Context: an optimization exercise on an open-source flow, tuned for small area. The choices shown serve that exercise and are no tape-out recipe. Function was checked by simulation only, so behaviour that the tests miss may differ from the original.

==> flow/design.v <==
`timescale 1ns / 1ps
module RTL_crypto_hashblocks_sha256(
												input wire 			CLK,
                                    input	wire			RST,
                                    input	wire			start_in,
                                    input	wire	[511:0]	message_in,
                                    input	wire	[255:0]	digest_in,
                                    output	reg		[255:0]	digest_out,
                                    output	reg            	valid_out
);
    reg  [6:0] 		round_reg;
    reg				round_add;
    reg [511:0] 	message_reg;	
    wire [31:0] 	W0_wr, W1_wr, W2_wr, W3_wr, W4_wr, W5_wr, W6_wr, W7_wr, W8_wr, W9_wr, W10_wr, W11_wr, W12_wr, W13_wr, W14_wr, W15_wr, W16_wr;
    wire [31:0] 	a_wr, b_wr, c_wr, d_wr, e_wr, f_wr, g_wr, h_wr, a_new_wr, e_new_wr;
    reg [255:0] 	digest_reg;	
    reg [255:0] 	digest_init_reg;
    wire [31:0] 	sigma0_wr;
	wire [31:0] 	sigma1_wr;
	wire [31:0] 	SIGMA0_wr;
	wire [31:0] 	SIGMA1_wr;
	wire [31:0]  	Ch_wr;
	wire [31:0]  	Maj_wr;
    reg	 [31:0]		K_reg;
    always @ (posedge CLK)
    begin 
        if(RST == 1'b0) begin
            round_reg 			<= 7'b0;
            round_add			<= 1'b0;
        end
        else begin
            if(start_in) begin
                round_add			<= 1'b1;
                round_reg 			<= round_reg + 1'b1;
            end
            else if (round_reg == 7'd65) begin
                round_reg  		<= 7'b0;
                round_add		<= 1'b0;
            end
            else begin
                round_add			<= round_add;
                round_reg 			<= round_reg + round_add;
            end
        end
	end
	assign W0_wr  = (start_in) ? message_in[511:480] : message_reg[511:480];
	assign W1_wr  = (start_in) ? message_in[479:448] : message_reg[479:448];
	assign W2_wr  = (start_in) ? message_in[447:416] : message_reg[447:416];
	assign W3_wr  = (start_in) ? message_in[415:384] : message_reg[415:384];
	assign W4_wr  = (start_in) ? message_in[383:352] : message_reg[383:352];
	assign W5_wr  = (start_in) ? message_in[351:320] : message_reg[351:320];
	assign W6_wr  = (start_in) ? message_in[319:288] : message_reg[319:288];
	assign W7_wr  = (start_in) ? message_in[287:256] : message_reg[287:256];
	assign W8_wr  = (start_in) ? message_in[255:224] : message_reg[255:224];
	assign W9_wr  = (start_in) ? message_in[223:192] : message_reg[223:192];
	assign W10_wr = (start_in) ? message_in[191:160] : message_reg[191:160];
	assign W11_wr = (start_in) ? message_in[159:128] : message_reg[159:128];
	assign W12_wr = (start_in) ? message_in[127:96 ] : message_reg[127:96 ];
	assign W13_wr = (start_in) ? message_in[95:64  ] : message_reg[95:64  ];
	assign W14_wr = (start_in) ? message_in[63:32  ] : message_reg[63:32  ];
	assign W15_wr = (start_in) ? message_in[31:0   ] : message_reg[31:0   ];
    assign sigma0_wr = {W1_wr[6:0],W1_wr[31:7],W1_wr[6:0],W1_wr[31:7]}^{W1_wr[17:0],W1_wr[31:18],W1_wr[17:0],W1_wr[31:18]}^{3'b000,W1_wr[31:3],3'b000,W1_wr[31:3]};
	assign sigma1_wr = {W14_wr[16:0],W14_wr[31:17],W14_wr[16:0],W14_wr[31:17]}^{W14_wr[18:0],W14_wr[31:19],W14_wr[18:0],W14_wr[31:19]}^{10'b0000000000,W14_wr[31:10],10'b0000000000,W14_wr[31:10]};
	assign W16_wr = sigma0_wr + sigma1_wr + W0_wr + W9_wr; 
   always @(posedge CLK or negedge RST) 
	begin
		if(RST == 1'b0) begin
			message_reg 	<= 512'b0;
		end
		else begin
			message_reg <= {W1_wr, W2_wr, W3_wr, W4_wr, W5_wr, W6_wr, W7_wr, W8_wr, W9_wr, W10_wr, W11_wr, W12_wr, W13_wr, W14_wr, W15_wr, W16_wr};
		end
	end
    assign a_wr = (start_in) ? digest_in[255:224] : digest_reg[255:224];
	assign b_wr = (start_in) ? digest_in[223:192] : digest_reg[223:192];
	assign c_wr = (start_in) ? digest_in[191:160] : digest_reg[191:160];
	assign d_wr = (start_in) ? digest_in[159:128] : digest_reg[159:128];
	assign e_wr = (start_in) ? digest_in[127:96 ] : digest_reg[127:96 ];
	assign f_wr = (start_in) ? digest_in[95:64  ] : digest_reg[95:64  ];
	assign g_wr = (start_in) ? digest_in[63:32  ] : digest_reg[63:32  ];
	assign h_wr = (start_in) ? digest_in[31:0   ] : digest_reg[31:0   ];
    assign SIGMA1_wr 	= {e_wr[5:0],e_wr[31:6]} ^ {e_wr[10:0], e_wr[31:11]} ^ {e_wr[24:0], e_wr[31:25]};
	assign SIGMA0_wr 	= {a_wr[1:0], a_wr[31:2]} ^ {a_wr[12:0], a_wr[31:13]} ^ {a_wr[21:0], a_wr[31:22]};
	assign Ch_wr   	 	= (e_wr & f_wr) ^ ((~e_wr) & g_wr);
	assign Maj_wr	 	= (a_wr & b_wr) ^ (a_wr & c_wr) ^ (b_wr & c_wr);
	assign a_new_wr 		= SIGMA0_wr + Maj_wr + K_reg + W0_wr + h_wr + SIGMA1_wr + Ch_wr;
	assign e_new_wr 		= K_reg + W0_wr + h_wr + SIGMA1_wr + Ch_wr + d_wr;
    always @(posedge CLK or negedge RST)	
	begin
		if(RST == 1'b0) begin
			digest_reg			<= 256'h0;
			digest_init_reg	    <= 256'h0;
			digest_out			<= 256'h0;
			valid_out			<= 1'b0;
		end
		else begin
			digest_reg		<= {a_new_wr,a_wr,b_wr,c_wr,e_new_wr,e_wr,f_wr,g_wr};
			if(start_in) begin								
				digest_init_reg	    <= digest_in;
				digest_out			<= 256'h0;
				valid_out			<= 1'b0;
			end
			else if(round_reg == 7'd64) begin
				digest_out[255:224] <= digest_init_reg[255:224] + digest_reg[255:224];
				digest_out[223:192] <= digest_init_reg[223:192] + digest_reg[223:192];
				digest_out[191:160] <= digest_init_reg[191:160] + digest_reg[191:160];
				digest_out[159:128] <= digest_init_reg[159:128] + digest_reg[159:128];
				digest_out[127:96] 	<= digest_init_reg[127:96]  + digest_reg[127:96];
				digest_out[95:64] 	<= digest_init_reg[95:64]   + digest_reg[95:64];  
				digest_out[63:32]	<= digest_init_reg[63:32]   + digest_reg[63:32];  
				digest_out[31:0] 	<= digest_init_reg[31:0]    + digest_reg[31:0];   
				valid_out			<= 1'b1;
			end
			else begin				
				digest_init_reg	    <= digest_init_reg;				
				digest_out			<= digest_out;
				valid_out			<= 1'b0;
			end
		end
	end
    always @*
    begin
        case(round_reg)
            7'd00: K_reg <= 32'h428a2f98;
            7'd01: K_reg <= 32'h71374491;
            7'd02: K_reg <= 32'hb5c0fbcf;
            7'd03: K_reg <= 32'he9b5dba5;
            7'd04: K_reg <= 32'h3956c25b;
            7'd05: K_reg <= 32'h59f111f1;
            7'd06: K_reg <= 32'h923f82a4;
            7'd07: K_reg <= 32'hab1c5ed5;
            7'd08: K_reg <= 32'hd807aa98;
            7'd09: K_reg <= 32'h12835b01;
            7'd10: K_reg <= 32'h243185be;
            7'd11: K_reg <= 32'h550c7dc3;
            7'd12: K_reg <= 32'h72be5d74;
            7'd13: K_reg <= 32'h80deb1fe;
            7'd14: K_reg <= 32'h9bdc06a7;
            7'd15: K_reg <= 32'hc19bf174;
            7'd16: K_reg <= 32'he49b69c1;
            7'd17: K_reg <= 32'hefbe4786;
            7'd18: K_reg <= 32'h0fc19dc6;
            7'd19: K_reg <= 32'h240ca1cc;
            7'd20: K_reg <= 32'h2de92c6f;
            7'd21: K_reg <= 32'h4a7484aa;
            7'd22: K_reg <= 32'h5cb0a9dc;
            7'd23: K_reg <= 32'h76f988da;
            7'd24: K_reg <= 32'h983e5152;
            7'd25: K_reg <= 32'ha831c66d;
            7'd26: K_reg <= 32'hb00327c8;
            7'd27: K_reg <= 32'hbf597fc7;
            7'd28: K_reg <= 32'hc6e00bf3;
            7'd29: K_reg <= 32'hd5a79147;
            7'd30: K_reg <= 32'h06ca6351;
            7'd31: K_reg <= 32'h14292967;
            7'd32: K_reg <= 32'h27b70a85;
            7'd33: K_reg <= 32'h2e1b2138;
            7'd34: K_reg <= 32'h4d2c6dfc;
            7'd35: K_reg <= 32'h53380d13;
            7'd36: K_reg <= 32'h650a7354;
            7'd37: K_reg <= 32'h766a0abb;
            7'd38: K_reg <= 32'h81c2c92e;
            7'd39: K_reg <= 32'h92722c85;
            7'd40: K_reg <= 32'ha2bfe8a1;
            7'd41: K_reg <= 32'ha81a664b;
            7'd42: K_reg <= 32'hc24b8b70;
            7'd43: K_reg <= 32'hc76c51a3;
            7'd44: K_reg <= 32'hd192e819;
            7'd45: K_reg <= 32'hd6990624;
            7'd46: K_reg <= 32'hf40e3585;
            7'd47: K_reg <= 32'h106aa070;
            7'd48: K_reg <= 32'h19a4c116;
            7'd49: K_reg <= 32'h1e376c08;
            7'd50: K_reg <= 32'h2748774c;
            7'd51: K_reg <= 32'h34b0bcb5;
            7'd52: K_reg <= 32'h391c0cb3;
            7'd53: K_reg <= 32'h4ed8aa4a;
            7'd54: K_reg <= 32'h5b9cca4f;
            7'd55: K_reg <= 32'h682e6ff3;
            7'd56: K_reg <= 32'h748f82ee;
            7'd57: K_reg <= 32'h78a5636f;
            7'd58: K_reg <= 32'h84c87814;
            7'd59: K_reg <= 32'h8cc70208;
            7'd60: K_reg <= 32'h90befffa;
            7'd61: K_reg <= 32'ha4506ceb;
            7'd62: K_reg <= 32'hbef9a3f7;
            7'd63: K_reg <= 32'hc67178f2;
            default: K_reg <= 32'b0;
        endcase
    end
endmodule
`timescale 1ns/1ps
module sphincs_randomizer_R (
  input  wire         CLK,
  input  wire         RST,         
  input  wire         start,       
  input  wire [127:0] sk_prf,      
  input  wire [127:0] optrand,     
  input  wire [263:0] msg,         
  output reg  [127:0] R,           
  output reg          valid        
);
  localparam [255:0] SHA256_IV = {
    32'h6a09e667, 32'hbb67ae85, 32'h3c6ef372, 32'ha54ff53a,
    32'h510e527f, 32'h9b05688c, 32'h1f83d9ab, 32'h5be0cd19
  };
  localparam [511:0] IPAD64 = {64{8'h36}};
  localparam [511:0] OPAD64 = {64{8'h5c}};
  wire [511:0] Kp = {sk_prf, 384'b0};
  wire [511:0] inner_blk0 = Kp ^ IPAD64;
  wire [511:0] outer_blk0 = Kp ^ OPAD64;
  localparam [63:0] INNER_LEN_BITS = 64'd904;  
  wire [511:0] inner_blk1 = {optrand, msg, 8'h80, 48'h00_0000_0000_00, 64'h0000_0000_0000_0388};
  localparam [63:0] OUTER_LEN_BITS = 64'd768;  
  reg  [511:0] outer_blk1;
  reg         core_start;
  reg  [511:0] core_msg;
  reg  [255:0] core_digest_in;
  wire [255:0] core_digest_out;
  wire        core_valid_out;
  RTL_crypto_hashblocks_sha256 core (
    .CLK(CLK),
    .RST(RST),
    .start_in(core_start),
    .message_in(core_msg),
    .digest_in(core_digest_in),
    .digest_out(core_digest_out),
    .valid_out(core_valid_out)
  );
  localparam S_IDLE    = 4'd0;
  localparam S_I0_P    = 4'd1;   
  localparam S_I0_W    = 4'd2;   
  localparam S_I1_P    = 4'd3;   
  localparam S_I1_W    = 4'd4;   
  localparam S_O0_P    = 4'd5;   
  localparam S_O0_W    = 4'd6;   
  localparam S_O1_P    = 4'd7;   
  localparam S_O1_W    = 4'd8;   
  localparam S_DONE    = 4'd9;
  reg [3:0] state, state_n;
  reg [255:0] inner_digest;
  reg [255:0] outer_mid;
  always @* begin
    outer_blk1 = {inner_digest, 8'h80, 184'h0, 64'h0000_0000_0000_0300};
  end
  always @(posedge CLK or negedge RST) begin
    if (RST == 1'b0) begin
      state <= S_IDLE;
      inner_digest <= 256'b0;
      outer_mid    <= 256'b0;
      R            <= 128'b0;
      valid        <= 1'b0;
    end else begin
      state <= state_n;
      if (state == S_I1_W && core_valid_out) begin
        inner_digest <= core_digest_out;
      end
      if (state == S_O0_W && core_valid_out) begin
        outer_mid <= core_digest_out;
      end
      if (state == S_O1_W && core_valid_out) begin
        R     <= core_digest_out[255:128];
        valid <= 1'b1;
      end else begin
        valid <= 1'b0;
      end
    end
  end
  always @* begin
    state_n        = state;
    core_start     = 1'b0;
    core_msg       = 512'b0;
    core_digest_in = 256'b0;
    case (state)
      S_IDLE: begin
        if (start) begin
          core_start     = 1'b1;
          core_msg       = inner_blk0;
          core_digest_in = SHA256_IV;
          state_n        = S_I0_W;
        end
      end
      S_I0_W: begin
        if (core_valid_out) begin
          state_n        = S_I1_P;
        end
      end
      S_I1_P: begin
        core_start     = 1'b1;
        core_msg       = inner_blk1;
        core_digest_in = core_digest_out;  
        state_n        = S_I1_W;
      end
      S_I1_W: begin
        if (core_valid_out) begin
          state_n = S_O0_P;
        end
      end
      S_O0_P: begin
        core_start     = 1'b1;
        core_msg       = outer_blk0;
        core_digest_in = SHA256_IV;
        state_n        = S_O0_W;
      end
      S_O0_W: begin
        if (core_valid_out) begin
          state_n = S_O1_P;
        end
      end
      S_O1_P: begin
        core_start     = 1'b1;
        core_msg       = outer_blk1;       
        core_digest_in = core_digest_out;  
        state_n        = S_O1_W;
      end
      S_O1_W: begin
        if (core_valid_out) begin
          state_n = S_DONE;
        end
      end
      S_DONE: begin
        if (start) begin
          core_start     = 1'b1;
          core_msg       = inner_blk0;
          core_digest_in = SHA256_IV;
          state_n        = S_I0_W;
        end
      end
      default: begin
        state_n = S_IDLE;
      end
    endcase
  end
endmodule
==> flow/run.sh <==
#!/bin/bash
# synth_recipe.tcl (not shown) runs the flow's synth.tcl, then flattens the netlist and writes it again
# the make line also repeats each setting of config.mk as NAME=value (left out here)
make -C /OpenROAD-flow-scripts/flow DESIGN_CONFIG=/design/flow/config.mk WORK_HOME=/design/flow/orfs CLKGATE_MAP_FILE= SYNTH_SCRIPT=/design/flow/synth_recipe.tcl finish
==> flow/config.mk <==
export PLATFORM = sky130hd
export DESIGN_NAME = sphincs_randomizer_R
export DESIGN_NICKNAME = sphincs_randomizer_R
export VERILOG_FILES = /design/flow/design.v
export SDC_FILE = /design/flow/constraint.sdc
export NUM_CORES = 4
export LEC_CHECK = 0
export CAP_MARGIN = 20
export CORE_MARGIN = 2
export CORE_UTILIZATION = 40
export SLEW_MARGIN = 20
==> flow/constraint.sdc <==
create_clock -name core_clock -period 10.0 [get_ports {CLK}]
set_input_delay 2.0000 -clock core_clock [delete_from_list [all_inputs] [get_ports {CLK}]]
set_output_delay 2.0000 -clock core_clock [all_outputs]
set_load 0.01 [all_outputs]
==> flow_metrics.tcl <==
set metrics [dict create \
    status "no timing/DRC/antenna violations" \
    reg2reg_depth 27 \
    holdBufCountCts 0 \
    fmax_ghz 0.1149 \
    critPathArrivalTime_ns 9.52 \
    start_util_pct 40.30 \
    post_cts_buffers 0 \
    ys_seq_area_share_pct 45.32 \
    layout_commonest_cell "nand2_1" \
    die_y_um 488.7 \
    rows 177 \
    worstHoldPathType "register to register" \
    ant_nets 0 \
    largest_reg_flops 512 \
    reg2reg_slack_ns 1.42 \
    final-max-slew-violation-count 0 \
    grt_max_degree 182 \
    final.setup.tns_ns 0 \
    min_period_ns 8.703 \
    fin_crit_sh_pct 87.03 \
    core_mm2 0.2332 \
    ys_warn_count 2 \
    cts_root_buffer "clkbuf_16" \
    vias 80750 \
    mostFrequentLayoutCells "nand2_1, dfrtp_1, clkdlybuf4s50_1" \
    crit_type "primary input to register" \
    hold_end "core.message_reg[57]" \
    async_reset_ff_share_pct 97.66 \
    nets 11240 \
    die_w_um 488.7 \
    worst_slew_pin_slew_ns 1.276 \
    max-cap-violations 0 \
    met2_usage_pct 54.70 \
    track_usage_pct 38.42 \
    use_met1_pct 51.91 \
    via_per_inst 6.054 \
    cp_max_fo 13 \
    drt_iter0_markers 10720 \
    ios 652 \
    place.gp.congestion 1.018 \
    crit_path_end_kind "register" \
    finalSetupViolations 0 \
    dieArea_mm2 0.2388 \
    clock-sinks 1710 \
    fillers 21770 \
    top_usage_layer "met2" \
    reg2reg_from "state[3]" \
    synth.cell_area_mm2 0.09397 \
    worst_ep_required_time_ns 10.81 \
    place_ws_ns 0.5715 \
    synth.distinct_cells 94 \
    synth_nets 10610 \
    cts.repair.resized 0 \
    drtPass1Iterations 10 \
    grt_util_met3_pct 10.47 \
    hp-start "core.message_reg[25]" \
    grt_overflow 0 \
    grt_pass1_vias 78240 \
    dpl.hpwl_um 363400 \
    cts_buffers 193 \
    r2r-end "core.digest_reg[251]" \
    syn2layout_area_growth_pct 19.29 \
    rsz0062_at_grt "no" \
    path_clk_slew_ns 0.07 \
    ys_ff_latch 1710 \
    port_buffers 651 \
    clock_path_buffers 3 \
    start_kind "primary input" \
    synth_edf_count 0 \
    hold_viol_final 0 \
    worst_slack_ns 1.297 \
    drt-wirelength-per-cell_um 34.92 \
    drive_gt1_share_pct 9.525 \
    clock_latency_ns 0.90 \
    slew_headroom_pct 14.90 \
    wl_um 465800 \
    cts_tree "built" \
    antenna_found_initial 57 \
    whs_path_depth 2 \
    skew_ns 0.06839 \
    drc 0 \
    htreeDepth 4 \
    grt_first_pass_wirelength_um 636300 \
    postSynthAreaPerCell_um2 10.02 \
    syn_inst 9374 \
    synth-main-ff-cell "dfrtp_1" \
]
## Yosys cell counts, drive strengths merged (195+ instances only)
cell type | number | area share (%)
mux2 | 265 | 3.2
a21o | 220 | 1.8
nor2 | 329 | 1.3
clkbuf | 389 | 1.6
dfrtp | 1670 | 44
nand3 | 195 | 1.0
a22o | 225 | 2.1
o21ai | 313 | 1.7
nand2 | 1774 | 7.1
xnor2 | 394 | 3.7
a21oi | 612 | 3.3
fa | 345 | 7.3
inv | 587 | 2.3
ha | 364 | 4.8
## layout make-up
cell class | count | area [um^2] | area share [%]
antenna | 44 | 110.1 | 0.09822
multi-input combinational | 6548 | 47280 | 42.17
timing repair buffer | 964 | 9281 | 8.279
sequential | 1710 | 42590 | 37.99
inverter | 589 | 2215 | 1.975
tap | 3132 | 3919 | 3.496
clock buffer | 263 | 5484 | 4.892
clock inverter | 89 | 1231 | 1.098
## metrics by stage
stage / cells / cell area, um^2 / utilization (%) / hold WS, ns
floorplan: 9374 / 93970 / - / 0.4143
global placement: 12940 / 105200 / 45.11 / 0.4255
detailed placement: 12940 / 105200 / 45.11 / 0.4308
CTS: 13290 / 111900 / 47.99 / 0.4176
global route: 13320 / 112100 / 48.05 / 0.4574
finish: 13340 / 112100 / 48.07 / 0.4371
## how the worst max path moves through the flow
stage / startpoint / to / slack [ns] / depth (start not counted)
after global placement: start / core.digest_reg[255] / 0.58 / 26
after floorplan: start / core.digest_reg[252] / 1.96 / 27
after CTS: start / core.digest_reg[251] / 1.47 / 26
after global routing: start / core.digest_reg[251] / 1.03 / 25
final: start / core.digest_reg[251] / 1.30 / 26
after detailed placement: start / core.digest_reg[251] / 0.57 / 26
## worst max-delay path, stage by stage
cell	delay, ns
clkdlybuf4s50_1	0.57
and3_4	0.33
nor2_4	0.48
nand2_1	0.15
a21o_1	0.34
xnor2_1	0.21
xnor2_1	0.63
fa_1	0.52
inv_1	0.07
ha_1	0.13
inv_1	0.05
fa_1	0.51
inv_1	0.04
ha_1	0.29
ha_1	0.23
fa_1	0.47
a21oi_1	0.26
o211ai_1	0.23
a21oi_1	0.45
a2111oi_0	0.19
buf_4	0.19
nor4_1	0.39
o311ai_1	0.23
buf_4	0.18
a21oi_1	0.17
xnor2_1	0.14
## cells by family (layout without fill, tap and decap cells)
kind of cell             after synthesis  in the layout  synth area share (%)
AND/OR/NAND/NOR                     2635           2635                 11.66
AO/OA/AOI/OAI                       2361           2361                 17.63
flip-flops                          1710           1710                 45.32
buffers and inverters               1116           1905                 4.530
adder cells (fa/ha/maj)              721            721                 12.32
XOR/XNOR                             539            539                 5.067
multiplexers                         292            292                 3.463
other                                  0             44                     0
## per-layer routing
layer | routed length (um) | vias to the layer above
met5 | 130 | -
met4 | 33540 | 20
met3 | 49740 | 908
met2 | 193900 | 4557
met1 | 188500 | 41330
li1 | - | 33940

[port drivers added, routing unchanged]
The flow's constraints put no driver on any port. The routed layout listed below was extracted and timed again, unchanged, in two steps. Step 1 sets driving cells, clkbuf_16 on the clock port and buf_2 on the other inputs (assumed; they add their load-dependent delay and slew). Step 2 adds t to the input delays and takes it off the output delays; t is the mean of the earliest and latest rising clock arrival at the registers after step 1. Input paths then give back, and output paths get back, about the clock's delay inside the block. Slacks: no drivers / after step 1 / after step 2; pairs: no drivers / after step 1.
t (ns): 0.960
setup slack, ns: 1.297 / 1.373 / 0.413
worst data-port slew with drivers (ns): 0.14
After both steps this run still meets setup and hold. For this run, drivers alone change the setup slack by +0.076 ns; drivers and shift together by -0.884 ns.
